Source: an optimization exercise on an open RTL-to-GDS flow (aim: a short achievable clock period and few clock cycles). Production flows keep margins and buffers that such runs may drop. In this exercise RTL edits were held to simulation tests only and were not proved equivalent to the original.

==> flow/design.v <==
module MUX(input [31:0]a,input [31:0]b, input crl,output [31:0]c);
reg [31:0]temp;
always @(*)
begin 
 if(crl==0)
 temp=a;
 else
 temp=b;
end
assign c=temp;
endmodule
module MUXfour(input [31:0]a,input [31:0]b, input crl,output [4:0]c);
reg  [4:0] temp1;
reg  [4:0] temp2;
reg  [4:0] temp;
always @(*)
begin 
 temp1 [4:0] =a[20:16];
 temp2 [4:0] =b[15:11];
 if(crl==0)
 temp=temp1;
 else
 temp=temp2;
end
assign c=temp;
endmodule
module SHL2(input [31:0] a,input [31:0] pcn, output[31:0]b); 
reg [31:0] an;
always@(*)
begin
 an[25:0]=a[25:0];
 an[31:26]=pcn[31:26];
end
 assign b=an;
endmodule
module sixteentodou(input [31:0]a,output [31:0]b);
reg [31:0]ac;
integer i;
always @(a)
begin
ac[15:0]=a[15:0];
if (a[15]==0)
 for (i=16;i<=31;i=i+1)
  ac[i]=0;
else
 for (i=16;i<=31;i=i+1)
  ac[i]=1;
end
assign b=ac;
endmodule
module alu(
        input [31:0] a,         
        input [31:0] b,         
        input [5:0] aluc,     
        output [31:0] r,     
        output zero,
        output carry,
        output negative,
        output overflow);
    parameter Addu    =    4'b0000;     
    parameter Add    =    4'b0010;     
    parameter Subu    =    4'b0001;     
    parameter Sub    =    4'b0011;     
    parameter And    =    4'b0100;     
    parameter Or    =    4'b0101;     
    parameter Xor    =    4'b0110;     
    parameter Nor    =    4'b0111;     
    parameter Lui1    =    4'b1000;     
    parameter Lui2    =    4'b1001;     
    parameter Slt    =    4'b1011;     
    parameter Sltu    =    4'b1010;     
    parameter Sra    =    4'b1100;     
    parameter Sll    =    4'b1110;     
    parameter Srl    =    4'b1101;     
    parameter Divu   = 6'b010000;     
    parameter Multu   = 6'b010001;     
    parameter bits=31;
    parameter ENABLE=1,DISABLE=0;
    reg [32:0] result;
    wire signed [31:0] sa=a,sb=b;
    always@(*)begin
        case(aluc)
            Addu: begin
                result=a+b;
            end
            Subu: begin
                result=a-b;
            end
            Add: begin
                result=sa+sb;
            end
            Sub: begin
                result=sa-sb;
            end
            Sra: begin
                if(a==0) {result[31:0],result[32]}={b,1'b0};
                else {result[31:0],result[32]}=sb>>>(a-1);
            end
            Srl: begin
                if(a==0) {result[31:0],result[32]}={b,1'b0};
                else {result[31:0],result[32]}=b>>(a-1);
            end
            Sll: begin
                result=b<<a;
            end
            And: begin
                result=a&b;
            end
            Or: begin
                result=a|b;
            end
            Xor: begin
                result=a^b;
            end
            Nor: begin
                result=~(a|b);
            end
            Sltu: begin
                result=a<b?1:0;
            end
            Slt: begin
                result=sa<sb?1:0;
            end
            Lui1,Lui2: result = {b[15:0], 16'b0};
            Divu:begin 
                 result=(b==0)?33'h0ffffffff:a/b;
            end 
            Multu:begin 
                 result=a*b;   
            end
            default:
                result=a+b;
        endcase
    end
    assign r=result[31:0];
    assign carry = result[32]; 
    assign zero=(a==b)?1:0;
    assign negative=result[31];
    assign overflow=result[32];
endmodule
module RF(
        input clk,
        input we,
        input [4:0] raddr1,
        input [4:0] raddr2,
        input [4:0] waddr,
        input [31:0] wdata,
        output [31:0] rdata1,
        output [31:0] rdata2
        );
    reg [31:0] data [0:31];
    reg [31:0] a1,a2;
    always@(posedge clk) 
    begin
            if(we) data[waddr]<=wdata;
    end
    always@(*)
    begin
    a1=data[raddr1];
    a2=data[raddr2];
    end
    assign rdata1=a1;
    assign rdata2=a2;
endmodule
module CU(input [31:0] c,output regdst,output jump,output regwr,output bne,output branch,output memtoreg,output [5:0]aluop,output memwr,output memrd,output alusrc);
    parameter    
                ADDU    =   6'b100001, 
                SUBU    =   6'b100011,
                ADD     =   6'b100000,
                SUB     =   6'b100010,
                AND     =   6'b100100,
                OR      =   6'b100101,
                XOR     =   6'b100110,
                NOR     =   6'b100111,
                SLT     =   6'b101010,
                SLTU    =   6'b101011,
                SRL     =   6'b000010,
                SRA     =   6'b000011,
                SLL     =   6'b000000,
                SLLV    =   6'b000100,
                SRLV    =   6'b000110,
                SRAV    =   6'b000111,
                JR      =   6'b001000,
                JALR    =   6'b001001,
                MULT    =    6'b011000,
                MULTU   =   6'b011001,
                DIV     =   6'b011010,
                DIVU    =   6'b011011,
                MFHI    =   6'b010000,
                MFLO    =   6'b010010,
                MTHI    =   6'b010001,
                MTLO    =   6'b010011,
                BREAK   =   6'b001101,
                SYSCALL =   6'b001100,
                TEQ     =   6'b110100,
                CLZ        =   6'b100000,
                MUL        =   6'b000010,
                BLTZ    =   5'b00000,
                BGEZ    =   5'b00001,
                ERET    =   6'b011000,   
                MFC0    =   5'b00000,    
                MTC0    =   5'b00100,
                ADDI    =   6'b001000,
                ADDIU   =   6'b001001,
                ANDI    =   6'b001100,
                ORI     =   6'b001101,
                XORI    =   6'b001110,
                LW      =   6'b100011,
                SW      =   6'b101011,
                BEQ     =   6'b000100,
                BNE     =   6'b000101,
                BLEZ    =   6'b000110,
                BGTZ    =   6'b000111,
                SLTI    =   6'b001010,
                SLTIU   =   6'b001011,
                LUI     =   6'b001111,
                J       =   6'b000010,
                JAL     =   6'b000011,
                LB      =   6'b100000, 
                LBU     =   6'b100100, 
                LH      =   6'b100001, 
                LHU     =   6'b100101, 
                SB      =   6'b101000, 
                SH      =   6'b101001, 
                SPECIAL =   6'b000000,
                SPECIAL2=    6'b011100,
                REGIMM  =   6'b000001,
                COP0    =   6'b010000; 
    parameter   _ADDU   =   4'b0000;     
    parameter   _ADD    =   4'b0010;     
    parameter   _SUBU   =   4'b0001;     
    parameter   _SUB    =   4'b0011;     
    parameter   _AND    =   4'b0100;     
    parameter   _OR     =   4'b0101;     
    parameter   _XOR    =   4'b0110;     
    parameter   _NOR    =   4'b0111;     
    parameter   _LUI    =   4'b1000;     
    parameter   _SLT    =   4'b1011;     
    parameter   _SLTU   =   4'b1010;     
    parameter   _SRA    =   4'b1100;     
    parameter   _SLL    =   4'b1110;     
    parameter   _SRL    =   4'b1101;     
    parameter   _DIVU   = 6'b010000;
    parameter   _MULTU   = 6'b010001;
    parameter    _SYSCALL=   4'b1000,
                _BREAK    =   4'b1001,
                _TEQ    =   4'b1101;
reg c1,c2,c3,c4,c5,c6,c8,c9,c14;
reg[5:0]c7;
reg [5:0]o;
reg [5:0]mo,suanshu;
   always @(*)
   begin
   suanshu=0;
   o[5:0]=c[31:26];
   mo[5:0]=c[5:0];
   if(o==0)
   begin
      o=mo;
      suanshu=1;
   end
   c14=0;
   c1=0;c2=0;c3=0;c4=0;c5=0;c6=0;c7=0;c8=0;c9=0;
if(suanshu==0)
begin
c14=0;
   case(o)
LW:begin c1=0; c3=1;c4=1;c5=1;c6=0;c8=1;c9=0;c2=0;c7=_ADD;end 
SW,SB,SH:begin c1=1; c3=0;c4=1;c5=0;c6=1;c8=1;c9=0;c2=0;c7=_ADD;end 
BEQ:begin c1=0; c3=0;c4=0;c5=0;c6=0;c8=1;c9=1;c2=0;c7=_SUB;end
BNE:begin c1=0; c3=0;c4=0;c5=0;c6=0;c8=1;c9=0;c2=0;c7=_SUB;c14=1;end
J:begin c1=0; c3=0;c4=1;c5=0;c6=0;c8=1;c9=0;c2=1;c7=_ADD;end
ADDI:begin c1=0; c3=1;c4=1;c5=0;c6=0;c8=0;c9=0;c2=0;c7=_ADD;end
ANDI:begin c1=0; c3=1;c4=1;c5=0;c6=0;c8=0;c9=0;c2=0;c7=_AND;end
ORI:begin c1=0; c3=1;c4=1;c5=0;c6=0;c8=0;c9=0;c2=0;c7=_OR;end
XORI:begin c1=0; c3=1;c4=1;c5=0;c6=0;c8=0;c9=0;c2=0;c7=_XOR;end
SLTI:begin c1=0; c3=1;c4=1;c5=0;c6=0;c8=0;c9=0;c2=0;c7=_SLT;end
SLTIU:begin c1=0; c3=1;c4=1;c5=0;c6=0;c8=0;c9=0;c2=0;c7=_SLTU;end
ADDIU:begin c1=0; c3=1;c4=1;c5=0;c6=0;c8=0;c9=0;c2=0;c7=_ADDU;end
   endcase
end
else
begin
c14=0;
   case(o)
ADD:begin c1=1; c3=1;c4=0;c5=0;c6=0;c8=0;c9=0;c2=0;c7=_ADD;end
ADDU:begin c1=1; c3=1;c4=0;c5=0;c6=0;c8=0;c9=0;c2=0;c7=_ADDU;end
SUB:begin c1=1; c3=1;c4=0;c5=0;c6=0;c8=0;c9=0;c2=0;c7=_SUB;end
AND:begin c1=1; c3=1;c4=0;c5=0;c6=0;c8=0;c9=0;c2=0;c7=_AND;end
OR:begin c1=1; c3=1;c4=0;c5=0;c6=0;c8=0;c9=0;c2=0;c7=_OR;end
SLT:begin c1=1; c3=1;c4=0;c5=0;c6=0;c8=0;c9=0;c2=0;c7=_SLT;end
XOR:begin c1=1; c3=1;c4=0;c5=0;c6=0;c8=0;c9=0;c2=0;c7=_XOR;end 
NOR:begin c1=1; c3=1;c4=0;c5=0;c6=0;c8=0;c9=0;c2=0;c7=_NOR;end
SLTU:begin c1=1; c3=1;c4=0;c5=0;c6=0;c8=0;c9=0;c2=0;c7=_SLTU;end
SUBU:begin c1=1; c3=1;c4=0;c5=0;c6=0;c8=0;c9=0;c2=0;c7=_SUBU;end
SRAV:begin c1=1; c3=1;c4=0;c5=0;c6=0;c8=0;c9=0;c2=0;c7=_SRA;end
SLLV:begin c1=1; c3=1;c4=0;c5=0;c6=0;c8=0;c9=0;c2=0;c7=_SLL;end
SRLV:begin c1=1; c3=1;c4=0;c5=0;c6=0;c8=0;c9=0;c2=0;c7=_SRL;end
DIVU:begin c1=1; c3=1;c4=0;c5=0;c6=0;c8=0;c9=0;c2=0;c7=_DIVU;end
MULTU:begin c1=1; c3=1;c4=0;c5=0;c6=0;c8=0;c9=0;c2=0;c7=_MULTU;end
   endcase
end
   end
assign regdst=c1;
assign jump=c2;
assign regwr=c3;
assign alusrc=c4;
assign memrd=c5;
assign memwr=c6;
assign aluop=c7;
assign memtoreg=c8;
assign branch=c9;
assign bne=c14;
endmodule
module pca(
    input clk, 
    input rst, 
    input [31:0] data_in,
    output [31:0] data_out
    );
    reg [31:0] data;
    always @(posedge clk) begin
        if(rst) data<=32'h00000000;         
        else begin
             data<=data_in;         
        end
    end
    assign data_out    =   data;
endmodule
module sc_cpu(
    input         clk,
    input         rst,
    output [31:0] imem_addr,
    input  [31:0] imem_rdata,
    output [31:0] dmem_addr,
    output [31:0] dmem_wdata,
    output        dmem_we,
    output [3:0]  dmem_be,
    input  [31:0] dmem_rdata
    );
localparam K = 7;                
reg          valid;              
reg [31:0]   ir;                 
reg [31:0]   opa, opb;           
reg [31:0]   aeq, ane;           
reg [7:0]    eqg;                
reg [1023:0] rf;                 
reg          mwe;                
reg          mld;                
reg [4:0]    mrt;                
reg [31:0]   ma;                 
reg [31:0]   mwd;                
reg [3:0]    mbe;                
reg        dpend;                
reg [4:0]  pd;                   
reg [31:0] drem;                 
reg [31:0] dq;                   
reg [31:0] dnum;                 
reg [31:0] dden;                 
reg [2:0]  dch;                  
genvar g;
generate for (g = 0; g < 4; g = g + 1) begin : g_npc
    cpu_npc u_npc(.eqg(eqg), .aeq(aeq[g*8 +: 8]), .ane(ane[g*8 +: 8]),
        .npc(imem_addr[g*8 +: 8]));
end endgenerate
assign dmem_addr  = ma;
assign dmem_wdata = mwd;
assign dmem_we    = mwe;
assign dmem_be    = mbe;
wire [5:0]  op  = ir[31:26];
wire [5:0]  fn  = ir[5:0];
wire        rty = (op == 6'b000000);
wire f_div  = rty & (fn == 6'b011011);
wire i_lw   = (op == 6'b100011);
wire i_sw   = (op == 6'b101011);
wire i_sb   = (op == 6'b101000);
wire i_sh   = (op == 6'b101001);
wire        regwr;
wire [31:0] alu;
wire        d_zero, d_small;
wire [2:0]  d_top;
wire [31:0] d_rem0;
cpu_divstart #(.K(K)) u_dst(.a(opa), .b(opb), .zero(d_zero), .lt(d_small),
    .top(d_top), .rem0(d_rem0));
cpu_alu u_alu(.ir(ir), .opa(opa), .opb(opb), .quo({32{d_zero}}), .regwr(regwr), .r(alu));
wire        ddisp = valid & f_div & ~d_zero & ~d_small;    
wire [4:0]  wa    = rty ? ir[15:11] : ir[20:16];
wire        wen   = valid & regwr & ~i_lw & ~ddisp;
wire [31:0] addr;
cpu_agen u_agen(.a(opa), .imm(ir[15:0]), .addr(addr));
always @(posedge clk) begin
    if (rst) begin
        mwe <= 1'b0;
        mld <= 1'b0;
    end else begin
        mwe <= valid & (i_sw | i_sb | i_sh);
        mld <= valid & i_lw;
    end
    mrt <= ir[20:16];
    ma  <= addr;
    mwd <= opb;
    mbe <= i_sb ? 4'b0001 : i_sh ? 4'b0011 : 4'b1111;
end
wire [63:0]  dbits = {32'd0, dnum} >> (dch * K);
wire [31:0]  e_rem;
wire [K-1:0] e_qb;
cpu_divsteps #(.K(K)) u_steps(.rem0(drem), .bits(dbits[K-1:0]), .den(dden), .rem(e_rem), .qb(e_qb));
wire [63:0]  e_qs  = {32'd0, dq} << K;
wire [31:0]  e_q   = e_qs[31:0] | {{(32-K){1'b0}}, e_qb};
wire         dwr   = dpend & (dch == 3'd0);
always @(posedge clk) begin
    if (rst)
        dpend <= 1'b0;
    else if (ddisp)
        dpend <= 1'b1;
    else if (dwr)
        dpend <= 1'b0;
    if (ddisp) begin
        dnum <= opa;
        dden <= opb;
        drem <= d_rem0;
        dq   <= 32'd0;
        dch  <= d_top;
        pd   <= wa;
    end else begin
        drem <= e_rem;
        dq   <= e_q;
        dch  <= dch - 3'd1;
    end
end
reg [1023:0] rfx;                
integer      j;
always @* begin
    for (j = 0; j < 32; j = j + 1)
        if (mld && mrt == j && !(wen && wa == j))
            rfx[j*32 +: 32] = dmem_rdata;
        else if (wen && wa == j)
            rfx[j*32 +: 32] = alu;
        else if (dwr && pd == j)
            rfx[j*32 +: 32] = e_q;
        else
            rfx[j*32 +: 32] = rf[j*32 +: 32];
end
always @(posedge clk)
    rf <= rfx;
wire [31:0] opa_n, opb_n, aeq_n, ane_n;
cpu_rfread u_rda(.sel(imem_rdata[25:21]), .rfv(rfx), .q(opa_n));
cpu_rfread u_rdb(.sel(imem_rdata[20:16]), .rfv(rfx), .q(opb_n));
wire [7:0]  eqg_n;
cpu_eqg u_eqg(.a(opa_n), .b(opb_n), .eqg(eqg_n));
cpu_pre u_pre(.ins(imem_rdata), .pc1(imem_addr + 32'd1), .aeq(aeq_n), .ane(ane_n));
wire [4:0]  nrs    = imem_rdata[25:21];
wire [4:0]  nrt    = imem_rdata[20:16];
wire        dbusy  = (dpend & ~dwr) | ddisp;
wire [4:0]  dreg   = ddisp ? wa : pd;
wire        dwait  = dbusy & ((nrs == dreg) | (nrt == dreg) | (imem_rdata[15:11] == dreg) |
                              (imem_rdata[31:26] == 6'b000000 & imem_rdata[5:0] == 6'b011011));
wire [5:0]  nop    = imem_rdata[31:26];
wire        nrdt   = (nop == 6'b000000) | (nop == 6'b000100) | (nop == 6'b000101) |
                     (nop == 6'b101011) | (nop == 6'b101000) | (nop == 6'b101001);
wire        lwait  = valid & i_lw & ((nrs == ir[20:16]) | (nrdt & nrt == ir[20:16]));
wire        replay = dwait | lwait;
always @(posedge clk) begin
    if (rst) begin
        valid <= 1'b0;
        aeq   <= 32'd0;
        ane   <= 32'd0;
    end else if (replay) begin
        valid <= 1'b0;
        aeq   <= imem_addr;
        ane   <= imem_addr;
    end else begin
        valid <= 1'b1;
        aeq   <= aeq_n;
        ane   <= ane_n;
    end
    ir  <= imem_rdata;
    opa <= opa_n;
    opb <= opb_n;
    eqg <= eqg_n;
end
endmodule
module cpu_npc(
    input  [7:0]  eqg,
    input  [7:0]  aeq,
    input  [7:0]  ane,
    output [7:0]  npc
    );
assign npc = (&eqg) ? aeq : ane;
endmodule
module cpu_eqg(
    input  [31:0] a,
    input  [31:0] b,
    output [7:0]  eqg
    );
genvar k;
generate for (k = 0; k < 8; k = k + 1) begin : g_k
    assign eqg[k] = (a[k*4 +: 4] == b[k*4 +: 4]);
end endgenerate
endmodule
module cpu_agen(
    input  [31:0] a,
    input  [15:0] imm,
    output [31:0] addr
    );
assign addr = a + {{16{imm[15]}}, imm};
endmodule
module cpu_pre(
    input  [31:0] ins,
    input  [31:0] pc1,
    output [31:0] aeq,
    output [31:0] ane
    );
wire [5:0]  op   = ins[31:26];
wire [31:0] imm  = {{16{ins[15]}}, ins[15:0]};
wire [31:0] nt   = (op == 6'b000010) ? {pc1[31:26], ins[25:0]} : pc1;
wire [31:0] bt   = pc1 + imm;
assign aeq  = (op == 6'b000100) ? bt : nt;
assign ane  = (op == 6'b000101) ? bt : nt;
endmodule
module cpu_rfread(
    input  [4:0]    sel,
    input  [1023:0] rfv,
    output [31:0]   q
    );
genvar y, x;
generate for (y = 0; y < 4; y = y + 1) begin : g_byte
    wire [255:0] v;
    for (x = 0; x < 32; x = x + 1) begin : g_reg
        assign v[x*8 +: 8] = rfv[x*32 + y*8 +: 8];
    end
    cpu_rfread8 u_rd(.sel(sel), .rfv(v), .q(q[y*8 +: 8]));
end endgenerate
endmodule
module cpu_rfread8(
    input  [4:0]   sel,
    input  [255:0] rfv,
    output [7:0]   q
    );
wire [31:0] hot;
cpu_dec5 u_dec(.sel(sel), .hot(hot));
genvar b, x;
generate for (b = 0; b < 8; b = b + 1) begin : g_bit
    wire [31:0] col;
    for (x = 0; x < 32; x = x + 1) begin : g_reg
        assign col[x] = rfv[x*8 + b];
    end
    cpu_andor32 u_ao(.en(hot), .d(col), .q(q[b]));
end endgenerate
endmodule
module cpu_dec5(
    input  [4:0]  sel,
    output [31:0] hot
    );
assign hot = 32'd1 << sel;
endmodule
module cpu_andor32(
    input  [31:0] en,
    input  [31:0] d,
    output        q
    );
wire n0, n1;
cpu_nor16 u_lo(.en(en[15:0]), .d(d[15:0]), .n(n0));
cpu_nor16 u_hi(.en(en[31:16]), .d(d[31:16]), .n(n1));
assign q = ~(n0 & n1);
endmodule
module cpu_nor16(
    input  [15:0] en,
    input  [15:0] d,
    output        n
    );
assign n = ~|(en & d);
endmodule
module cpu_alu(
    input  [31:0] ir,
    input  [31:0] opa,
    input  [31:0] opb,
    input  [31:0] quo,
    output        regwr,
    output [31:0] r
    );
wire [5:0]  op  = ir[31:26];
wire [5:0]  fn  = ir[5:0];
wire [31:0] imm = {{16{ir[15]}}, ir[15:0]};
wire        rty = (op == 6'b000000);
wire f_add  = rty & (fn == 6'b100000 | fn == 6'b100001);
wire f_sub  = rty & (fn == 6'b100010 | fn == 6'b100011);
wire f_and  = rty & (fn == 6'b100100);
wire f_or   = rty & (fn == 6'b100101);
wire f_xor  = rty & (fn == 6'b100110);
wire f_nor  = rty & (fn == 6'b100111);
wire f_slt  = rty & (fn == 6'b101010);
wire f_sltu = rty & (fn == 6'b101011);
wire f_sllv = rty & (fn == 6'b000100);
wire f_srlv = rty & (fn == 6'b000110);
wire f_srav = rty & (fn == 6'b000111);
wire f_mul  = rty & (fn == 6'b011001);
wire f_div  = rty & (fn == 6'b011011);
wire i_add  = (op == 6'b001000 | op == 6'b001001);
wire i_and  = (op == 6'b001100);
wire i_or   = (op == 6'b001101);
wire i_xor  = (op == 6'b001110);
wire i_slt  = (op == 6'b001010);
wire i_sltu = (op == 6'b001011);
wire i_lw   = (op == 6'b100011);
assign regwr = f_add | f_sub | f_and | f_or | f_xor | f_nor | f_slt | f_sltu |
               f_sllv | f_srlv | f_srav | f_mul | f_div |
               i_add | i_and | i_or | i_xor | i_slt | i_sltu | i_lw;
wire [31:0] bsel = rty ? opb : imm;
wire [31:0] sum  = opa + bsel;
wire [31:0] dif  = opa - opb;
wire        lt_s = {~opa[31], opa[30:0]} < {~bsel[31], bsel[30:0]};
wire        lt_u = opa < bsel;
wire        big  = |opa[31:5];
wire signed [31:0] sopb = opb;
wire [31:0] shl  = big ? 32'd0 : (opb << opa[4:0]);
wire [31:0] shr  = big ? 32'd0 : (opb >> opa[4:0]);
wire [31:0] sra0 = sopb >>> opa[4:0];
wire [31:0] sra  = big ? {32{opb[31]}} : sra0;
wire [31:0] prod = opa * opb;
assign r =
      ({32{f_add | i_add}}   & sum)
    | ({32{f_sub}}           & dif)
    | ({32{f_and | i_and}}   & (opa & bsel))
    | ({32{f_or  | i_or}}    & (opa | bsel))
    | ({32{f_xor | i_xor}}   & (opa ^ bsel))
    | ({32{f_nor}}           & ~(opa | bsel))
    | ({32{f_slt | i_slt}}   & {31'd0, lt_s})
    | ({32{f_sltu | i_sltu}} & {31'd0, lt_u})
    | ({32{f_sllv}}          & shl)
    | ({32{f_srlv}}          & shr)
    | ({32{f_srav}}          & sra)
    | ({32{f_mul}}           & prod)
    | ({32{f_div}}           & quo);
endmodule
module cpu_divstart #(parameter K = 8) (
    input  [31:0] a,
    input  [31:0] b,
    output        zero,
    output        lt,
    output [2:0]  top,
    output [31:0] rem0
    );
localparam NCH = (32 + K - 1) / K;
reg [NCH-1:0] z;                 
reg [2:0]     t;
reg [63:0]    sh;
integer       c;
always @* begin
    for (c = 0; c < NCH; c = c + 1) begin
        sh   = {32'd0, a} >> (c * K);
        z[c] = sh[32:0] < {1'b0, b};
    end
    t = 3'd0;
    for (c = 0; c < NCH; c = c + 1)
        if (!z[c]) t = c[2:0];
    sh = {32'd0, a} >> ((t + 1) * K);
end
assign zero  = (b == 32'd0);
assign lt    = z[0];
assign top   = t;
assign rem0  = sh[31:0];
endmodule
module cpu_divsteps #(parameter K = 8) (
    input  [31:0]  rem0,
    input  [K-1:0] bits,
    input  [31:0]  den,
    output [31:0]  rem,
    output [K-1:0] qb
    );
reg [31:0]  r;
reg [K-1:0] q;
reg [32:0]  t, s;
integer     i;
always @* begin
    r = rem0;
    for (i = K - 1; i >= 0; i = i - 1) begin
        t    = {r, bits[i]};
        s    = t - {1'b0, den};
        q[i] = ~s[32];
        r    = s[32] ? t[31:0] : s[31:0];
    end
end
assign rem = r;
assign qb  = q;
endmodule
==> flow/flow/run.sh <==
#!/bin/bash
# The standard layout (standard.sh) with three changes to how it is made:
# - ORFS's timing repair is asked for 108 ns of setup slack, so it works on
#   every path longer than 27 ns (the constraints and clock period stay
#   the standard flow's);
# - repair may swap a cell for one of another footprint;
# - every port gets a buf_8 as its buffer.
set -o pipefail
bash standard.sh SETUP_SLACK_MARGIN=108 MATCH_CELL_FOOTPRINT=0 \
    "BUFFER_PORTS_ARGS=-buffer_cell sky130_fd_sc_hd__buf_8" finish > standard.log 2>&1
==> flow/standard.sh <==
#!/bin/bash
# synth_recipe.tcl (not shown) runs the flow's synth.tcl, then flattens the netlist and writes it again
# the make line also repeats each setting of config.mk as NAME=value (left out here)
make -C /OpenROAD-flow-scripts/flow DESIGN_CONFIG=/design/flow/config.mk WORK_HOME=/design/flow/orfs CLKGATE_MAP_FILE= SYNTH_SCRIPT=/design/flow/synth_recipe.tcl "${@:-finish}"
==> flow/config.mk <==
export PLATFORM = sky130hd
export DESIGN_NAME = sc_cpu
export DESIGN_NICKNAME = sc_cpu
export VERILOG_FILES = /design/flow/design.v
export SDC_FILE = /design/flow/constraint.sdc
export NUM_CORES = 4
export LEC_CHECK = 0
export CAP_MARGIN = 25
export CORE_MARGIN = 2
export CORE_UTILIZATION = 40
export SLEW_MARGIN = 30
export SYNTH_HIERARCHICAL = 1
==> flow/constraint.sdc <==
create_clock -name core_clock -period 135.0 [get_ports {clk}]
set_input_delay 27.0000 -clock core_clock [delete_from_list [all_inputs] [get_ports {clk}]]
set_output_delay 27.0000 -clock core_clock [all_outputs]
set_load 0.01 [all_outputs]
==> results of run 1 <==
-- layer usage --
layer  global-route usage  vias up
met5             0.004448        -
met4               0.2460       38
met3               0.1158     2319
met2               0.5220     8978
met1               0.4680    62879
li1                     -    56732
-- cell type report --
type | instances | area [sq um] | area share
Clock inverter | 68 | 894.6 | 0.005611
Timing Repair inverter | 1 | 8.758 | 0.00005494
Tap cell | 4325 | 5411 | 0.03394
Sequential cell | 1391 | 28640 | 0.1796
Inverter | 683 | 2591 | 0.01625
Clock buffer | 243 | 5035 | 0.03158
Timing Repair Buffer | 1022 | 11830 | 0.07418
Antenna cell | 35 | 87.58 | 0.0005494
Multi-Input combinational cell | 12342 | 104900 | 0.6582
-- registers in the layout, indices dropped and copies added (netlist names), 32 cells and up --
name and count:
dden 32, ane 32, opb 32, opa 32, aeq 32, rf 1024, drem 32, ma 32
mwd 32, dnum 32
-- worst max-delay path: stages, from the launching register on --
cell and delay (ps):
dfxtp_4 440, nand4_1 160, nor2_4 130, buf_12 160
mux2_4 370, buf_8 140
-- how the worst min path moves through the flow --
stage / end / slack (ps) / depth (start not counted)
after global routing: dch[0] / 460 / 1
after global placement: mrt[1] / 490 / 0
after floorplan: mwd[4] / 370 / 0
after detailed placement: mrt[1] / 490 / 0
after CTS: mrt[1] / 500 / 0
final: dch[0] / 460 / 1
-- repair_timing --
item	in CTS	in global routing
resized for setup	814	371
setup buffers	318	145
pin swaps	250	291
endpoints found under the setup margin	310	411
gates cloned	31	23
==> out/metrics.yaml, run 1 <==
detailed_routing:
  drc: 0
  routed_wl_um: 646000
  drtIter0Drc: 17816
  drtPass1Iterations: 9
  wl_per_cell_um: 32.12
  route.met2.wl_um: 258600
  drt-met1-wl_um: 251400
  postRouteAntennaNets: 0
  routed.top_layer: "met5"
  wl_met3_um: 84200
  route.vias.total: 130946
  vias_per_cell: 6.511
setup_path:
  cp-start-kind: "flop"
  required_ps: 108000
  timing.rr.end: "eqg[0]"
  reg2reg_slack_ps: 108250
  critPathMaxFanout: 8
  reg2reg_from: "dch[0]"
  path_class: "reg2out"
  startpoint: "eqg[7]"
  crit_end: "imem_addr[23]"
  crit_arrival_ps: 2300
  end_kind: "output pin"
  rr_worst_depth: 122
grt:
  grt_first_pass_wirelength_um: 891900
  grt_overflow: 0
  antenna_found_initial: 45
  grtUsageTotal: 0.3655
  grt_max_degree: 100
  grt_pass1_vias: 121689
timing:
  tns_ps: 0
  slew_violations: 0
  hold_viol_final: 0
  slew_headroom: 0.2339
  period_needed_ps: 29300
  max_freq_mhz: 34.13
  finalSetupViolations: 0
  rsz0062_at_grt: "yes"
  fin_crit_sh: 0.2171
  worstMarginPinSlew_ps: 1144
  holdWs_ps: 455.9
  fin_skew_ps: 116.8
  timing.final.ws_setup_ps: 105700
layout:
  final_layout_size_suffix_gt1_frac: 0.2476
  final_cell_mix: "1498 x nand2_1, 1311 x nor2_1, 1232 x dfxtp_1, 1037 x mux2i_1, 877 x a21oi_1"
  stdcell_area_sq_um: 159400
  layout_commonest_cell: "nand2_1"
  area_growth_pct: 22.30
  utilization: 0.4917
  finalNonFillerCells: 20110
  fillCellCount: 30194
  fin_nets: 16740
clock_tree:
  cts.htree.levels: 4
  numCtsBuffers: 172
  cts_tree: "built"
  worst_skew_pair.late_latency_ps: 950
  clock-sinks: 1391
  clkSlewWorstSetupHoldPaths_ps: 60
  cts.path.max_buffers: 4
  cts_root_buf: "clkbuf_16"
  postCtsHoldBufs: 0
floorplanning:
  core_region_area_sq_um: 324300
  num_rows: 209
  die_w_um: 574.9
  initial_utilization: 0.4020
  die_h_um: 574.9
  io_pins: 167
  die_area_sq_um: 330500
synthesis:
  syn_area_per_cell_sq_um: 8.347
  yosysWarnings: 9
  syn_inst: 15618
  syn-cell-area_sq_um: 130400
placement:
  dp.cells: 19247
  pre_cts_ws_ps: 103130
  io_buffers: 165
  hpwl_um: 416100
  gp_routability_congestion: 1.070
  placed_area_sq_um: 142200
hold_path:
  hp-start: "dch[0]"
  min_path_type: "reg2reg"
run_status:
  outcome: "finished clean"
job:
  drv_cap: 0
Testbench counts, summed over its fixed seeds: cycles 17,379.
==> run 2: changes to the inputs <==
--- a/flow/design.v
+++ b/flow/design.v
@@ -343,6 +343,6 @@
 reg [31:0]   ir;                 
 reg [31:0]   opa, opb;           
-reg [31:0]   aeq, ane;           
-reg [7:0]    eqg;                
+reg [31:0]   aeqi, anei;         
+reg [3:0]    eqh;                
 reg [1023:0] rf;                 
 reg          mwe;                
@@ -360,7 +360,7 @@
 reg [2:0]  dch;                  
 genvar g;
-generate for (g = 0; g < 4; g = g + 1) begin : g_npc
-    cpu_npc u_npc(.eqg(eqg), .aeq(aeq[g*8 +: 8]), .ane(ane[g*8 +: 8]),
-        .npc(imem_addr[g*8 +: 8]));
+generate for (g = 0; g < 8; g = g + 1) begin : g_npc
+    cpu_npc u_npc(.eqh(eqh), .aeqi(aeqi[g*4 +: 4]), .anei(anei[g*4 +: 4]),
+        .npc(imem_addr[g*4 +: 4]));
 end endgenerate
 assign dmem_addr  = ma;
@@ -447,7 +447,9 @@
 cpu_rfread u_rda(.sel(imem_rdata[25:21]), .rfv(rfx), .q(opa_n));
 cpu_rfread u_rdb(.sel(imem_rdata[20:16]), .rfv(rfx), .q(opb_n));
-wire [7:0]  eqg_n;
-cpu_eqg u_eqg(.a(opa_n), .b(opb_n), .eqg(eqg_n));
-cpu_pre u_pre(.ins(imem_rdata), .pc1(imem_addr + 32'd1), .aeq(aeq_n), .ane(ane_n));
+wire [3:0]  eqh_n;
+cpu_eqh u_eqh(.a(opa_n), .b(opb_n), .eqh(eqh_n));
+wire [31:0] pc1 = imem_addr + 32'd1;
+cpu_pre u_pre(.ins(imem_rdata), .pc1(pc1), .hip(pc1[31:16] + 16'd1), .him(pc1[31:16] - 16'd1),
+    .aeq(aeq_n), .ane(ane_n));
 wire [4:0]  nrs    = imem_rdata[25:21];
 wire [4:0]  nrt    = imem_rdata[20:16];
@@ -464,37 +466,37 @@
     if (rst) begin
         valid <= 1'b0;
-        aeq   <= 32'd0;
-        ane   <= 32'd0;
+        aeqi  <= ~32'd0;
+        anei  <= ~32'd0;
     end else if (replay) begin
         valid <= 1'b0;
-        aeq   <= imem_addr;
-        ane   <= imem_addr;
+        aeqi  <= ~imem_addr;
+        anei  <= ~imem_addr;
     end else begin
         valid <= 1'b1;
-        aeq   <= aeq_n;
-        ane   <= ane_n;
+        aeqi  <= ~aeq_n;
+        anei  <= ~ane_n;
     end
     ir  <= imem_rdata;
     opa <= opa_n;
     opb <= opb_n;
-    eqg <= eqg_n;
+    eqh <= eqh_n;
 end
 endmodule
 module cpu_npc(
-    input  [7:0]  eqg,
-    input  [7:0]  aeq,
-    input  [7:0]  ane,
-    output [7:0]  npc
+    input  [3:0]  eqh,
+    input  [3:0]  aeqi,
+    input  [3:0]  anei,
+    output [3:0]  npc
     );
-assign npc = (&eqg) ? aeq : ane;
+assign npc = ~((&eqh) ? aeqi : anei);
 endmodule
-module cpu_eqg(
+module cpu_eqh(
     input  [31:0] a,
     input  [31:0] b,
-    output [7:0]  eqg
+    output [3:0]  eqh
     );
 genvar k;
-generate for (k = 0; k < 8; k = k + 1) begin : g_k
-    assign eqg[k] = (a[k*4 +: 4] == b[k*4 +: 4]);
+generate for (k = 0; k < 4; k = k + 1) begin : g_k
+    assign eqh[k] = (a[k*8 +: 8] == b[k*8 +: 8]);
 end endgenerate
 endmodule
@@ -509,11 +511,14 @@
     input  [31:0] ins,
     input  [31:0] pc1,
+    input  [15:0] hip,
+    input  [15:0] him,
     output [31:0] aeq,
     output [31:0] ane
     );
 wire [5:0]  op   = ins[31:26];
-wire [31:0] imm  = {{16{ins[15]}}, ins[15:0]};
 wire [31:0] nt   = (op == 6'b000010) ? {pc1[31:26], ins[25:0]} : pc1;
-wire [31:0] bt   = pc1 + imm;
+wire [16:0] lo   = {1'b0, pc1[15:0]} + {1'b0, ins[15:0]};
+wire [15:0] hi   = ins[15] ? (lo[16] ? pc1[31:16] : him) : (lo[16] ? hip : pc1[31:16]);
+wire [31:0] bt   = {hi, lo[15:0]};
 assign aeq  = (op == 6'b000100) ? bt : nt;
 assign ane  = (op == 6'b000101) ? bt : nt;
==> run 2 against run 1 <==
Against the previous run: still clean on timing, DRC and antenna; die area shrank 0.56%; critical path depth fell by 2; worst hold slack improved by 1.2 ps; routed wire length up 1.3%; global-route usage grew 0.47 points; flip-flop and latch count decreased by 4; first-iteration DRC count up 3.0%; fmax up 0.26%.
==> out/metrics.yaml, run 2 <==
timing:
  slew_violations: 0
  period_needed_ps: 29230
  worstMarginPinSlew_ps: 1131
  slew_headroom: 0.2389
  rsz0062_at_grt: "yes"
  tns_ps: 0
  fin_crit_sh: 0.2165
  fin_skew_ps: 98.94
  finalSetupViolations: 0
  hold_viol_final: 0
  max_freq_mhz: 34.21
floorplanning:
  die_h_um: 573.3
  num_rows: 209
  io_pins: 167
  core_region_area_sq_um: 323200
  die_area_sq_um: 328700
  initial_utilization: 0.4011
  die_w_um: 573.3
hold_path:
  min_path_type: "reg2reg"
  hold_path_depth: 0
synthesis:
  yosysWarnings: 9
  syn_area_per_cell_sq_um: 8.357
  syn_inst: 15512
  syn-cell-area_sq_um: 129600
grt:
  gr-max-usage-layer: "met2"
  grt_pass1_vias: 122020
  grt_overflow: 0
  antenna_found_initial: 34
  grtUsageTotal: 0.3703
  gr-usage-met1: 0.4804
  grt_max_degree: 101
  grt_first_pass_wirelength_um: 899800
  met2_usage: 0.5271
  grt_use_met3: 0.1193
clock_tree:
  clkSlewWorstSetupHoldPaths_ps: 60
  cts_root_buf: "clkbuf_16"
  numCtsBuffers: 172
  clock-sinks: 1387
  cts_tree: "built"
  cts.htree.levels: 4
  worst_skew_pair.late_latency_ps: 940
  postCtsHoldBufs: 0
  cts.path.max_buffers: 4
setup_path:
  rr_worst_depth: 128
  cpPeakStageDelay_ps: 500
  cp-start-kind: "flop"
  path_cells: "nand4_4, mux2i_4, buf_8"
  slowest_stage: "dfxtp_4"
  crit_arrival_ps: 2230
  critPathMaxFanout: 8
  required_ps: 108000
  end_kind: "output pin"
  path_class: "reg2out"
layout:
  area_growth_pct: 20.10
  final_cell_mix: "1532 x nor2_1, 1255 x nand2_1, 1228 x dfxtp_1, 899 x mux2i_1, 847 x a21oi_1"
  finalNonFillerCells: 19843
  utilization: 0.4817
  largest_reg_flops: 1024
  layout_commonest_cell: "nor2_1"
  fin_nets: 16475
  top_register: "rf"
  final_layout_size_suffix_gt1_frac: 0.2202
  stdcell_area_sq_um: 155700
detailed_routing:
  drtPass1Iterations: 10
  wl_per_cell_um: 32.98
  routed_wl_um: 654400
  postRouteAntennaNets: 0
  route.vias.total: 131973
  drc: 0
  vias_per_cell: 6.651
  drtIter0Drc: 18359
placement:
  hpwl_um: 427600
  gp_routability_congestion: 1.070
  dp.cells: 19125
  io_buffers: 165
  placed_area_sq_um: 140800
job:
  drv_cap: 0
run_status:
  outcome: "finished clean"
[run 2: metrics by stage]
step	setup WS, ps	hold WS, ps
3_3_place_gp	101500	423.1
4_1_cts	105770	455.2
3_5_place_dp	101100	423.3
6_report	105770	457.2
5_1_grt	105780	467.9
2_1_floorplan	105960	329.0
[run 2: per-layer routing]
metal | part of all wire | vias to the layer above
met5 | 0.00034 | -
met4 | 0.075 | 16
met3 | 0.13 | 2193
met2 | 0.40 | 9002
met1 | 0.39 | 64251
li1 | - | 56511
[run 2: area by class of cell]
cell class,count,area [sq um]
antenna,25,62.56
tap,4325,5411
inverter,720,2735
clock buffer,248,5087
fill,30791,167500
sequential,1387,28570
clock inverter,58,777.0
multi-input combinational,12178,102300
timing repair buffer,902,10710
[run 2: path summary, 6_finish.rpt]
path / endpoint / slack, ps / start
worst min-delay path: mrt[4] / 460 / ir[20]
worst max register to register: eqh[0] / 108120 / dch[0]
worst max-delay path: imem_addr[19] / 105770 / eqh[0]
worst min register to register: mrt[4] / 460 / ir[20]
[run 2: critical path, delay by kind of cell (launching register included)]
family / cells / cell delay [ps]
flops: 1 / 500
mux: 1 / 360
simple gates: 1 / 270
buf+inv: 1 / 150
[run 2: timing repair]
item                                   in CTS  in global routing
pin swaps                                 173                246
gates cloned                               28                 32
resized for setup                         728                276
endpoints found under the hold margin       0                  0
setup endpoints to repair                 349                492
setup buffers                             228                 99
Testbench counts of run 2, summed over its fixed seeds: cycles 17,379.
==> run 3: changes to the inputs <==
--- a/flow/design.v
+++ b/flow/design.v
@@ -339,5 +339,5 @@
     input  [31:0] dmem_rdata
     );
-localparam K = 7;                
+localparam K = 8;                
 reg          valid;              
 reg [31:0]   ir;                 
==> run 3 against run 2 <==
Against the previous run: still clean; via count increased by 0.74%; final area increased by 2.6%; clock-buffer cell count rose by 5; fmax is 0.11% higher; die area is 0.92% higher; flip-flop and latch count decreased by 1; non-clock buffer count rose by 203; final cell count rose by 2.5%; area after synthesis is 0.93% higher; synthesized cell count increased by 1.7%.
==> out/metrics.yaml, run 3 <==
synthesis:
  syn_area_per_cell_sq_um: 8.292
  syn_inst: 15779
  yosysWarnings: 9
  syn-cell-area_sq_um: 130800
clock_tree:
  clock-sinks: 1386
  clkSlewWorstSetupHoldPaths_ps: 70
  cts.htree.levels: 4
  postCtsHoldBufs: 0
  cts_tree: "built"
  worst_skew_pair.late_latency_ps: 910
  cts.path.max_buffers: 4
  cts_root_buf: "clkbuf_16"
  numCtsBuffers: 172
layout:
  layout_commonest_cell: "nor2_1"
  top_register: "rf"
  final_layout_size_suffix_gt1_frac: 0.2335
  fillCellCount: 30434
  final_cell_mix: "1474 x nor2_1, 1423 x nand2_1, 1226 x dfxtp_1, 957 x mux2i_1, 876 x a21oi_1"
  fin_nets: 17001
  area_growth_pct: 22.05
  stdcell_area_sq_um: 159700
  largest_reg_flops: 1024
grt:
  antenna_found_initial: 28
  grt_overflow: 0
  grt_max_degree: 100
  grt_pass1_vias: 122997
  grt_first_pass_wirelength_um: 894100
  grtUsageTotal: 0.3642
placement:
  gp_routability_congestion: 1.024
  pre_cts_ws_ps: 97740
  io_buffers: 165
  hpwl_um: 422700
  placed_area_sq_um: 142200
timing:
  slew_violations: 0
  worstMarginPinSlew_ps: 1102
  finalSetupViolations: 0
  slew_headroom: 0.2628
  period_needed_ps: 29190
  fin_crit_sh: 0.2163
  hold_viol_final: 0
  timing.final.ws_setup_ps: 105810
  rsz0062_at_grt: "yes"
  tns_ps: 0
  max_freq_mhz: 34.25
  fin_skew_ps: 86.35
setup_path:
  path_cells: "buf_12, nand4_4, mux2i_4, buf_8"
  critPathMaxFanout: 8
  reg2reg_from: "dch[0]"
  path_delay_family: "multiplexers"
  required_ps: 108000
  cp-start-kind: "flop"
  cpPeakStageDelay_ps: 380
  reg2reg_slack_ps: 107810
  timing.rr.end: "eqh[0]"
  rr_worst_depth: 135
  path_buf_inv: 2
  startpoint: "eqh[0]"
  crit_arrival_ps: 2190
  crit_end: "imem_addr[16]"
  path_class: "reg2out"
  end_kind: "output pin"
  cp.depth: 4
  slowest_stage: "mux2i_4"
floorplanning:
  core_region_area_sq_um: 324800
  die_h_um: 575.9
  initial_utilization: 0.4028
  num_rows: 209
  io_pins: 167
  die_w_um: 575.9
  die_area_sq_um: 331700
detailed_routing:
  postRouteAntennaNets: 0
  drtPass1Iterations: 9
  vias_per_cell: 6.537
  drc: 0
  wl_per_cell_um: 31.78
  routed_wl_um: 646400
  drtIter0Drc: 18121
  route.vias.total: 132946
job:
  drv_cap: 0
hold_path:
  min_path_type: "reg2reg"
run_status:
  outcome: "finished clean"
## run 3: cell types whose count changed in the layout (fill, tap and decap cells not counted), sizes merged, moves of 60 or more
cell	previous run	this run
o21ai	544	747
a211oi	264	155
buf	854	1039
nand3	502	428
nand2	1394	1555
mux2i	932	992
## run 3: cell type report
type,instances,area (sq um),share of cell area
antenna,19,47.55,0.0002978
clock buffer,253,5052,0.03164
clock inverter,52,593.1,0.003714
inverter,746,2932,0.01836
multi-input combinational,12450,104000,0.6514
sequential,1386,28550,0.1788
tap,4325,5411,0.03389
timing repair buffer,1105,13050,0.08169
timing repair inverter,3,33.78,0.0002116
## run 3: worst min-delay path by stage
stage | startpoint | depth (start not counted) | end
finish | ir[17] | 0 | mrt[1]
global route | ir[17] | 0 | mrt[1]
CTS | ir[17] | 0 | mrt[1]
detailed placement | ir[17] | 0 | mrt[1]
global placement | ir[17] | 0 | mrt[1]
floorplan | ir[16] | 0 | mrt[0]
## run 3: worst reg2reg max path: cells and delay by family, from the launching register on
kind                       cells  cell delay (ps)
adders and majority gates      9             2760
AOI/OAI and AO/OA             66            13190
xor gates and xnor gates       6             1240
muxes                          8             2130
DFF                            1              350
buffers and inverters         23             3270
and+or+nand+nor               23             4230
## run 3: repair_timing
action | CTS | global route
gates resized for setup | 775 | 389
setup buffers | 355 | 144
pin swaps | 320 | 301
cloned | 52 | 31
endpoints found under the setup margin | 348 | 469
hold endpoints to repair | 0 | 0
## run 3: routing by layer
metal,vias up,share of wire,global-route usage
li1,57768,-,-
met1,64359,0.39,0.4725
met2,8661,0.41,0.5353
met3,2144,0.13,0.1031
met4,14,0.071,0.2172
met5,-,0.00017,0
## run 3: metrics by stage
stage                     hold WS [ps]  instances    util
after floorplan                  329.0      15787       -
after global placement           415.5      19423  0.4375
after detailed placement         410.7      19428  0.4378
after CTS                        430.4      20140  0.4790
after global routing             442.7      20329  0.4916
final                            432.6      20339  0.4917
Testbench counts of run 3, summed over its fixed seeds: cycles 17,346.
==> run 4: changes to the inputs <==
--- a/flow/design.v
+++ b/flow/design.v
@@ -344,5 +344,5 @@
 reg [31:0]   opa, opb;           
 reg [31:0]   aeqi, anei;         
-reg [3:0]    eqh;                
+reg [1:0]    eqh;                
 reg [1023:0] rf;                 
 reg          mwe;                
@@ -447,5 +447,5 @@
 cpu_rfread u_rda(.sel(imem_rdata[25:21]), .rfv(rfx), .q(opa_n));
 cpu_rfread u_rdb(.sel(imem_rdata[20:16]), .rfv(rfx), .q(opb_n));
-wire [3:0]  eqh_n;
+wire [1:0]  eqh_n;
 cpu_eqh u_eqh(.a(opa_n), .b(opb_n), .eqh(eqh_n));
 wire [31:0] pc1 = imem_addr + 32'd1;
@@ -484,5 +484,5 @@
 endmodule
 module cpu_npc(
-    input  [3:0]  eqh,
+    input  [1:0]  eqh,
     input  [3:0]  aeqi,
     input  [3:0]  anei,
@@ -494,10 +494,8 @@
     input  [31:0] a,
     input  [31:0] b,
-    output [3:0]  eqh
+    output [1:0]  eqh
     );
-genvar k;
-generate for (k = 0; k < 4; k = k + 1) begin : g_k
-    assign eqh[k] = (a[k*8 +: 8] == b[k*8 +: 8]);
-end endgenerate
+assign eqh[0] = (a[15:0] == b[15:0]);
+assign eqh[1] = (a[31:16] == b[31:16]);
 endmodule
 module cpu_agen(
==> run 4 against run 3 <==
Against the previous run: final cell count is 0.57% higher; synthesized cell count is 0.13% higher; clock skew is 26 ps higher; highest routed layer unchanged; core utilization is 0.17 points higher; first-iteration DRC count is 9.4% higher; die area is 0.33% higher; still clean on timing, DRC and antenna.
==> out/metrics.yaml, run 4 <==
run_status:
  outcome: "finished clean"
detailed_routing:
  wl_per_cell_um: 33.56
  postRouteAntennaNets: 0
  drtIter0Drc: 19828
  drtPass1Iterations: 13
  routed_wl_um: 686500
  vias_per_cell: 6.636
  route.vias.total: 135740
  drc: 0
grt:
  met2_usage: 0.5530
  grt_use_met3: 0.1286
  grtUsageTotal: 0.3864
  antenna_found_initial: 45
  grt_first_pass_wirelength_um: 939500
  grt_pass1_vias: 124795
  grt_max_degree: 99
  gr-usage-met1: 0.4818
  grt_overflow: 0
  gr-max-usage-layer: "met2"
job:
  drv_cap: 0
setup_path:
  slowest_stage: "dfxtp_4"
  path_class: "reg2out"
  crit_arrival_ps: 2130
  cp-start-kind: "flop"
  critPathMaxFanout: 8
  required_ps: 108000
  path_delay_family: "buffers and inverters"
  path_buf_inv: 2
  path_cells: "buf_12, nand2_8, mux2i_4, buf_8"
  cpPeakStageDelay_ps: 350
  end_kind: "output pin"
layout:
  utilization: 0.4934
  top_register: "rf"
  final_cell_mix: "1474 x nor2_1, 1427 x nand2_1, 1225 x dfxtp_1, 929 x mux2i_1, 845 x a21oi_1"
  fillCellCount: 30580
  layout_commonest_cell: "nor2_1"
  area_growth_pct: 22.86
  fin_nets: 17072
  final_layout_size_suffix_gt1_frac: 0.2408
  largest_reg_flops: 1024
floorplanning:
  die_area_sq_um: 332800
  die_h_um: 576.9
  initial_utilization: 0.4016
  num_rows: 210
  io_pins: 167
  core_region_area_sq_um: 326900
  die_w_um: 576.9
clock_tree:
  cts.path.max_buffers: 4
  worst_skew_pair.late_latency_ps: 960
  cts.htree.levels: 4
  clock-sinks: 1384
  cts_tree: "built"
  numCtsBuffers: 172
  postCtsHoldBufs: 0
  cts_root_buf: "clkbuf_16"
  clkSlewWorstSetupHoldPaths_ps: 60
timing:
  tns_ps: 0
  slew_headroom: 0.2606
  worstMarginPinSlew_ps: 1098
  fin_crit_sh: 0.2157
  max_freq_mhz: 34.33
  slew_violations: 0
  finalSetupViolations: 0
  hold_viol_final: 0
  rsz0062_at_grt: "yes"
  timing.final.ws_setup_ps: 105880
  period_needed_ps: 29130
  fin_skew_ps: 112.5
synthesis:
  yosysWarnings: 9
  syn_inst: 15799
  syn_area_per_cell_sq_um: 8.309
  syn-cell-area_sq_um: 131300
placement:
  hpwl_um: 440800
  gp_routability_congestion: 1.059
  io_buffers: 165
  pre_cts_ws_ps: 99790
hold_path:
  min_path_type: "reg2reg"
[run 4: path summary, 6_finish.rpt]
path	to	startpoint	slack (ps)	cells past startpoint
min	mwd[28]	opb[28]	460	0
max reg2reg	eqh[0]	dch[0]	107480	136
max	imem_addr[20]	eqh[0]	105880	4
min reg2reg	mwd[28]	opb[28]	460	0
[run 4: cell type report]
| class | instances | area (sq um) | share of cell area |
|---|---|---|---|
| clock buffer | 235 | 4835 | 0.02998 |
| tap | 4346 | 5438 | 0.03372 |
| antenna | 35 | 87.58 | 0.0005431 |
| clock inverter | 77 | 884.6 | 0.005485 |
| timing repair buffer | 1172 | 13340 | 0.08269 |
| multi-input combinational | 12464 | 105200 | 0.6526 |
| inverter | 739 | 2907 | 0.01802 |
| sequential | 1384 | 28530 | 0.1769 |
| timing repair inverter | 2 | 22.52 | 0.0001396 |
[run 4: repair_timing]
action,4_1_cts,5_1_grt
cloned,54,35
endpoints found under the hold margin,0,0
setup buffers,349,193
pin swaps,290,327
endpoints found under the setup margin,333,334
gates resized for setup,854,407
[run 4: through the flow]
step	hold slack, ps	cells	area (sq um)
after CTS	460.4	20190	156600
after detailed placement	447.5	19475	142900
after floorplan	329.0	15807	137400
final	464.4	20454	161300
after global placement	448.9	19473	142800
after global routing	468.4	20427	161200
[run 4: per-layer routing]
layer	wire [um]	up-vias
li1	-	57992
met1	261300	65585
met2	274800	9388
met3	87330	2734
met4	62380	41
met5	742	-
Testbench counts of run 4, summed over its fixed seeds: cycles 17,346.
==> run 5: changes to the inputs <==
--- a/flow/design.v
+++ b/flow/design.v
@@ -344,5 +344,5 @@
 reg [31:0]   opa, opb;           
 reg [31:0]   aeqi, anei;         
-reg [1:0]    eqh;                
+reg [1:0]    eqh, eqh2;          
 reg [1023:0] rf;                 
 reg          mwe;                
@@ -361,5 +361,5 @@
 genvar g;
 generate for (g = 0; g < 8; g = g + 1) begin : g_npc
-    cpu_npc u_npc(.eqh(eqh), .aeqi(aeqi[g*4 +: 4]), .anei(anei[g*4 +: 4]),
+    cpu_npc u_npc(.eqh(g < 4 ? eqh : eqh2), .aeqi(aeqi[g*4 +: 4]), .anei(anei[g*4 +: 4]),
         .npc(imem_addr[g*4 +: 4]));
 end endgenerate
@@ -447,6 +447,7 @@
 cpu_rfread u_rda(.sel(imem_rdata[25:21]), .rfv(rfx), .q(opa_n));
 cpu_rfread u_rdb(.sel(imem_rdata[20:16]), .rfv(rfx), .q(opb_n));
-wire [1:0]  eqh_n;
+wire [1:0]  eqh_n, eqh2_n;
 cpu_eqh u_eqh(.a(opa_n), .b(opb_n), .eqh(eqh_n));
+cpu_eqh u_eqh2(.a(opa_n), .b(opb_n), .eqh(eqh2_n));
 wire [31:0] pc1 = imem_addr + 32'd1;
 cpu_pre u_pre(.ins(imem_rdata), .pc1(pc1), .hip(pc1[31:16] + 16'd1), .him(pc1[31:16] - 16'd1),
@@ -480,5 +481,6 @@
     opa <= opa_n;
     opb <= opb_n;
-    eqh <= eqh_n;
+    eqh  <= eqh_n;
+    eqh2 <= eqh2_n;
 end
 endmodule
@@ -496,6 +498,18 @@
     output [1:0]  eqh
     );
-assign eqh[0] = (a[15:0] == b[15:0]);
-assign eqh[1] = (a[31:16] == b[31:16]);
+wire [3:0] eqb;
+genvar k;
+generate for (k = 0; k < 4; k = k + 1) begin : g_k
+    cpu_eq8 u_eq(.a(a[k*8 +: 8]), .b(b[k*8 +: 8]), .eq(eqb[k]));
+end endgenerate
+assign eqh[0] = eqb[0] & eqb[1];
+assign eqh[1] = eqb[2] & eqb[3];
+endmodule
+module cpu_eq8(
+    input  [7:0] a,
+    input  [7:0] b,
+    output       eq
+    );
+assign eq = (a == b);
 endmodule
 module cpu_agen(
==> run 5 against run 4 <==
Against the previous run: still clean; fmax is 0.40% higher; worst hold slack lost 56 ps; global-route usage decreased by 0.43 points; clock skew about the same; final area grew 0.44%; final cell count fell by 0.21%.
==> out/metrics.yaml, run 5 <==
job:
  drv_cap: 0
placement:
  io_buffers: 165
  dp.cells: 19512
  placed_area_sq_um: 143500
  hpwl_um: 434900
  pre_cts_ws_ps: 99120
  gp_routability_congestion: 1.083
setup_path:
  cpPeakStageDelay_ps: 490
  rr_worst_depth: 139
  required_ps: 108000
  reg2reg_from: "dch[0]"
  slowest_stage: "dfxtp_4"
  end_kind: "output pin"
  critPathMaxFanout: 5
  reg2reg_slack_ps: 107610
  path_buf_inv: 2
  cp.depth: 4
  crit_arrival_ps: 2010
  path_class: "reg2out"
  timing.rr.end: "eqh2[0]"
  path_cells: "nand2_8, mux2i_4, buf_12, buf_8"
  cp-start-kind: "flop"
  path_delay_family: "flip-flops"
detailed_routing:
  routed_wl_um: 677200
  vias_per_cell: 6.639
  wl_per_cell_um: 33.17
  route.vias.total: 135524
  drc: 0
  postRouteAntennaNets: 0
  drtIter0Drc: 18450
  drtPass1Iterations: 7
clock_tree:
  postCtsHoldBufs: 0
  numCtsBuffers: 171
  cts.path.max_buffers: 4
  clkSlewWorstSetupHoldPaths_ps: 60
  cts_root_buf: "clkbuf_16"
  cts.htree.levels: 4
  clock-sinks: 1386
  worst_skew_pair.late_latency_ps: 940
  cts_tree: "built"
timing:
  tns_ps: 0
  rsz0062_at_grt: "yes"
  fin_crit_sh: 0.2149
  hold_viol_final: 0
  slew_headroom: 0.2341
  timing.final.ws_setup_ps: 105990
  finalSetupViolations: 0
  worstMarginPinSlew_ps: 1134
  max_freq_mhz: 34.47
  period_needed_ps: 29010
  fin_skew_ps: 112.5
  slew_violations: 0
hold_path:
  whs_endpoint: "mrt[4]"
  hp-start: "ir[20]"
  hold_path_depth: 0
  min_path_type: "reg2reg"
grt:
  grtUsageTotal: 0.3821
  antenna_found_initial: 34
  grt_pass1_vias: 124407
  grt_max_degree: 100
  grt_first_pass_wirelength_um: 933700
  grt_overflow: 0
run_status:
  outcome: "finished clean"
synthesis:
  yosysWarnings: 9
  syn_inst: 15871
  syn_area_per_cell_sq_um: 8.319
  syn-cell-area_sq_um: 132000
floorplanning:
  die_w_um: 578.5
  num_rows: 210
  die_h_um: 578.5
  core_region_area_sq_um: 327900
  initial_utilization: 0.4026
  die_area_sq_um: 334700
  io_pins: 167
layout:
  layout_commonest_cell: "nor2_1"
  top_register: "rf"
  finalNonFillerCells: 20412
  final_cell_mix: "1432 x nor2_1, 1416 x nand2_1, 1212 x dfxtp_1, 931 x mux2i_1, 854 x a21oi_1"
  largest_reg_flops: 1024
  stdcell_area_sq_um: 162000
  fin_nets: 17048
  area_growth_pct: 22.69
  final_layout_size_suffix_gt1_frac: 0.2404
  fillCellCount: 30548
run 5: area by class of cell:
class / instances / area, sq um / area share
Multi-Input combinational cell: 12528 / 106000 / 0.6541
Sequential cell: 1386 / 28560 / 0.1763
Timing Repair Buffer: 1085 / 13160 / 0.08123
Tap cell: 4346 / 5438 / 0.03357
Clock buffer: 221 / 4790 / 0.02957
Inverter: 735 / 2849 / 0.01759
Clock inverter: 85 / 1145 / 0.007068
Antenna cell: 22 / 55.05 / 0.0003399
Timing Repair inverter: 4 / 35.03 / 0.0002163
run 5: worst max-delay path by stage:
| stage | from | endpoint | slack [ps] |
|---|---|---|---|
| after floorplan | imem_rdata[0] | anei[30] | 105960 |
| after global placement | dch[0] | eqh2[0] | 98980 |
| after detailed placement | dch[0] | eqh2[0] | 99120 |
| after CTS | eqh[1] | imem_addr[13] | 105980 |
| after global routing | eqh[1] | imem_addr[13] | 105970 |
| final | eqh[1] | imem_addr[13] | 105990 |
run 5: what timing repair did:
item                                   in CTS  in global routing
setup buffers                             304                164
gates resized for setup                   891                320
setup endpoints to repair                 336                348
pin swaps                                 324                335
gates cloned                               73                 30
endpoints found under the hold margin       0                  0
run 5: stage by stage:
stage / hold slack [ps] / utilization
3_3_place_gp: 407.8 / 0.4371
4_1_cts: 409.9 / 0.4821
6_report: 408.0 / 0.4940
2_1_floorplan: 329.0 / -
3_5_place_dp: 401.4 / 0.4375
5_1_grt: 428.6 / 0.4939
run 5: layer usage:
metal,share of wire,track usage
met1,0.38,0.4852
met2,0.40,0.5439
met3,0.13,0.1204
met4,0.088,0.2743
met5,0.00027,0.001985
run 5: worst register-to-register path, delay by kind of cell (launching register included):
kind            cells  cell delay (ps)
buf+inv            25             3310
fa+ha+maj           9             2660
compound gates     73            14210
flops               1              360
mux                 8             2520
xor+xnor            5              940
simple gates       19             3340
Testbench counts of run 5, summed over its fixed seeds: cycles 17,346.
==> run 6: changes to the inputs <==
--- a/flow/design.v
+++ b/flow/design.v
@@ -344,5 +344,5 @@
 reg [31:0]   opa, opb;           
 reg [31:0]   aeqi, anei;         
-reg [1:0]    eqh, eqh2;          
+reg [7:0]    eqh;                
 reg [1023:0] rf;                 
 reg          mwe;                
@@ -361,5 +361,5 @@
 genvar g;
 generate for (g = 0; g < 8; g = g + 1) begin : g_npc
-    cpu_npc u_npc(.eqh(g < 4 ? eqh : eqh2), .aeqi(aeqi[g*4 +: 4]), .anei(anei[g*4 +: 4]),
+    cpu_npc u_npc(.eqh(eqh[(g/2)*2 +: 2]), .aeqi(aeqi[g*4 +: 4]), .anei(anei[g*4 +: 4]),
         .npc(imem_addr[g*4 +: 4]));
 end endgenerate
@@ -447,7 +447,8 @@
 cpu_rfread u_rda(.sel(imem_rdata[25:21]), .rfv(rfx), .q(opa_n));
 cpu_rfread u_rdb(.sel(imem_rdata[20:16]), .rfv(rfx), .q(opb_n));
-wire [1:0]  eqh_n, eqh2_n;
-cpu_eqh u_eqh(.a(opa_n), .b(opb_n), .eqh(eqh_n));
-cpu_eqh u_eqh2(.a(opa_n), .b(opb_n), .eqh(eqh2_n));
+wire [7:0]  eqh_n;
+generate for (g = 0; g < 4; g = g + 1) begin : g_eqh
+    cpu_eqh u_eqh(.a(opa_n), .b(opb_n), .eqh(eqh_n[g*2 +: 2]));
+end endgenerate
 wire [31:0] pc1 = imem_addr + 32'd1;
 cpu_pre u_pre(.ins(imem_rdata), .pc1(pc1), .hip(pc1[31:16] + 16'd1), .him(pc1[31:16] - 16'd1),
@@ -481,6 +482,5 @@
     opa <= opa_n;
     opb <= opb_n;
-    eqh  <= eqh_n;
-    eqh2 <= eqh2_n;
+    eqh <= eqh_n;
 end
 endmodule
==> run 6 against run 5 <==
Against the previous run: routed wire length shrank 2.2%; fmax increased by 0.21%; final area is 0.28% higher; non-clock buffer count down 7; area after synthesis hardly changed; via count down 0.60%; global-route usage is 0.84 points lower; final cell count up 0.33%; core utilization shrank 0.095 points; highest routed layer unchanged.
==> out/metrics.yaml, run 6 <==
timing:
  period_needed_ps: 28950
  fin_skew_ps: 84.45
  hold_viol_final: 0
  slew_violations: 0
  tns_ps: 0
  finalSetupViolations: 0
  max_freq_mhz: 34.54
  worstMarginPinSlew_ps: 1119
  fin_crit_sh: 0.2144
  slew_headroom: 0.2511
  rsz0062_at_grt: "yes"
hold_path:
  hold_path_depth: 0
  min_path_type: "reg2reg"
  whs_endpoint: "mrt[2]"
  hp-start: "ir[18]"
placement:
  placed_area_sq_um: 143600
  hpwl_um: 428400
  gp_routability_congestion: 1.031
  io_buffers: 165
setup_path:
  path_class: "reg2out"
  rr_worst_depth: 134
  end_kind: "output pin"
  path_buf_inv: 2
  reg2reg_slack_ps: 107470
  path_cells: "nand2_8, buf_12, mux2i_4, buf_8"
  cpPeakStageDelay_ps: 470
  critPathMaxFanout: 4
  timing.rr.end: "eqh[4]"
  required_ps: 108000
  slowest_stage: "dfxtp_4"
  cp-start-kind: "flop"
  path_delay_family: "flip-flops"
  crit_arrival_ps: 1950
  reg2reg_from: "dch[0]"
synthesis:
  syn_area_per_cell_sq_um: 8.302
  syn-cell-area_sq_um: 132100
  syn_inst: 15912
  yosysWarnings: 9
detailed_routing:
  drtPass1Iterations: 9
  postRouteAntennaNets: 0
  drtIter0Drc: 17626
  routed_wl_um: 662300
  wl_per_cell_um: 32.34
  drc: 0
  route.vias.total: 134713
  vias_per_cell: 6.578
grt:
  grt_overflow: 0
  grtUsageTotal: 0.3737
  grt_first_pass_wirelength_um: 919500
  antenna_found_initial: 39
  grt_max_degree: 100
  grt_pass1_vias: 125150
layout:
  top_register: "rf"
  fin_nets: 17105
  area_growth_pct: 22.96
  stdcell_area_sq_um: 162400
  largest_reg_flops: 1024
  layout_commonest_cell: "nor2_1"
  final_cell_mix: "1453 x nor2_1, 1425 x nand2_1, 1230 x dfxtp_1, 946 x mux2i_1, 879 x a21oi_1"
  fillCellCount: 30670
  final_layout_size_suffix_gt1_frac: 0.2371
floorplanning:
  die_area_sq_um: 334900
  die_w_um: 578.7
  core_region_area_sq_um: 329500
  die_h_um: 578.7
  num_rows: 211
  initial_utilization: 0.4010
  io_pins: 167
clock_tree:
  worst_skew_pair.late_latency_ps: 920
  cts_root_buf: "clkbuf_16"
  clock-sinks: 1390
  cts.htree.levels: 4
  cts_tree: "built"
  clkSlewWorstSetupHoldPaths_ps: 60
  cts.path.max_buffers: 4
  numCtsBuffers: 174
job:
  drv_cap: 0
run_status:
  outcome: "finished clean"
[run 6: changes by cell type in the layout (fill, tap and decap cells not counted), moves of 24 or more]
cell | before | now
a21oi_1 | 854 | 879
nand2_8 | 40 | 76
a21o_1 | 632 | 593
xnor2_1 | 327 | 351
xnor2_2 | 17 | 69
nand2_4 | 58 | 18
[run 6: through the flow]
stage               setup slack, ps  utilization  cells  hold WS [ps]
floorplan                    105960            -  15920         329.0
global placement              97280       0.4353  19576         456.2
detailed placement            97090       0.4358  19581         448.4
CTS                          105990       0.4803  20294         439.0
global route                 106030       0.4930  20469         447.3
finish                       106050       0.4930  20480         432.0
[run 6: routing by layer]
layer,global-route usage,vias to the layer above,part of all wire
li1,-,58164,-
met5,0.005389,-,0.00064
met1,0.4617,64834,0.38
met4,0.2584,32,0.086
met2,0.5486,9110,0.41
met3,0.1215,2573,0.13
[run 6: final cells by class]
cell class / count / area, sq um / share of cell area
well taps: 4366 / 5463 / 0.03363
diodes: 15 / 37.54 / 0.0002311
flip-flops and latches: 1390 / 28640 / 0.1763
clock inverters: 53 / 768.2 / 0.004729
multi-input cells: 12580 / 106800 / 0.6574
clock buffers: 254 / 5047 / 0.03107
inverters: 742 / 2893 / 0.01781
repair inverters: 2 / 20.02 / 0.0001232
repair buffers: 1078 / 12780 / 0.07868
[run 6: repair_timing]
action	CTS	global route
pin swaps	346	410
hold buffers	0	0
gates resized for setup	935	403
setup endpoints to repair	352	419
buffers inserted	351	139
cloned	55	26
[run 6: worst max-delay path by stage]
stage | from | end | slack [ps] | cells after the start
final | eqh[0] | imem_addr[7] | 106050 | 4
after global routing | eqh[0] | imem_addr[4] | 106030 | 3
after CTS | eqh[0] | imem_addr[4] | 105990 | 3
after detailed placement | dch[0] | eqh[2] | 97090 | 141
after global placement | dch[0] | eqh[4] | 97280 | 141
after floorplan | imem_rdata[0] | anei[30] | 105960 | 12
Testbench counts of run 6, summed over its fixed seeds: cycles 17,346.

re-timing with driven ports:
Ports are ideal in the flow. The routed layouts listed here were re-timed in OpenROAD.
Step 1 assumes that a clkbuf_16 drives the clock port and a buf_2 every other input.
Step 2 also shifts input and output timing later by t, the mid clock arrival at the registers, as if the neighbouring blocks saw the same clock.
Slacks: ideal ports / drivers / drivers and shift; pairs: ideal ports / drivers.
run	shift t [ns]	setup slack, ns	hold slack, ns	cell pins on the clock port's net
run 1	0.994	105.697 / 105.592 / 104.991	0.456 / 0.456 / 0.456	1
run 2	0.985	105.772 / 105.678 / 105.033	0.457 / 0.457 / 0.457	1
run 3	0.984	105.805 / 105.685 / 104.964	0.433 / 0.433 / 0.433	1
run 4	1.022	105.875 / 105.502 / 104.481	0.464 / 0.464 / 0.464	1
run 5	0.998	105.991 / 105.833 / 104.835	0.408 / 0.408 / 0.408	1
run 6	0.989	106.051 / 105.817 / 104.828	0.432 / 0.432 / 0.432	1
After both steps setup and hold are still met in every run listed. The setup slack of run 4, which loses most, moves by -0.373 ns with the drivers and by -1.394 ns with both steps.
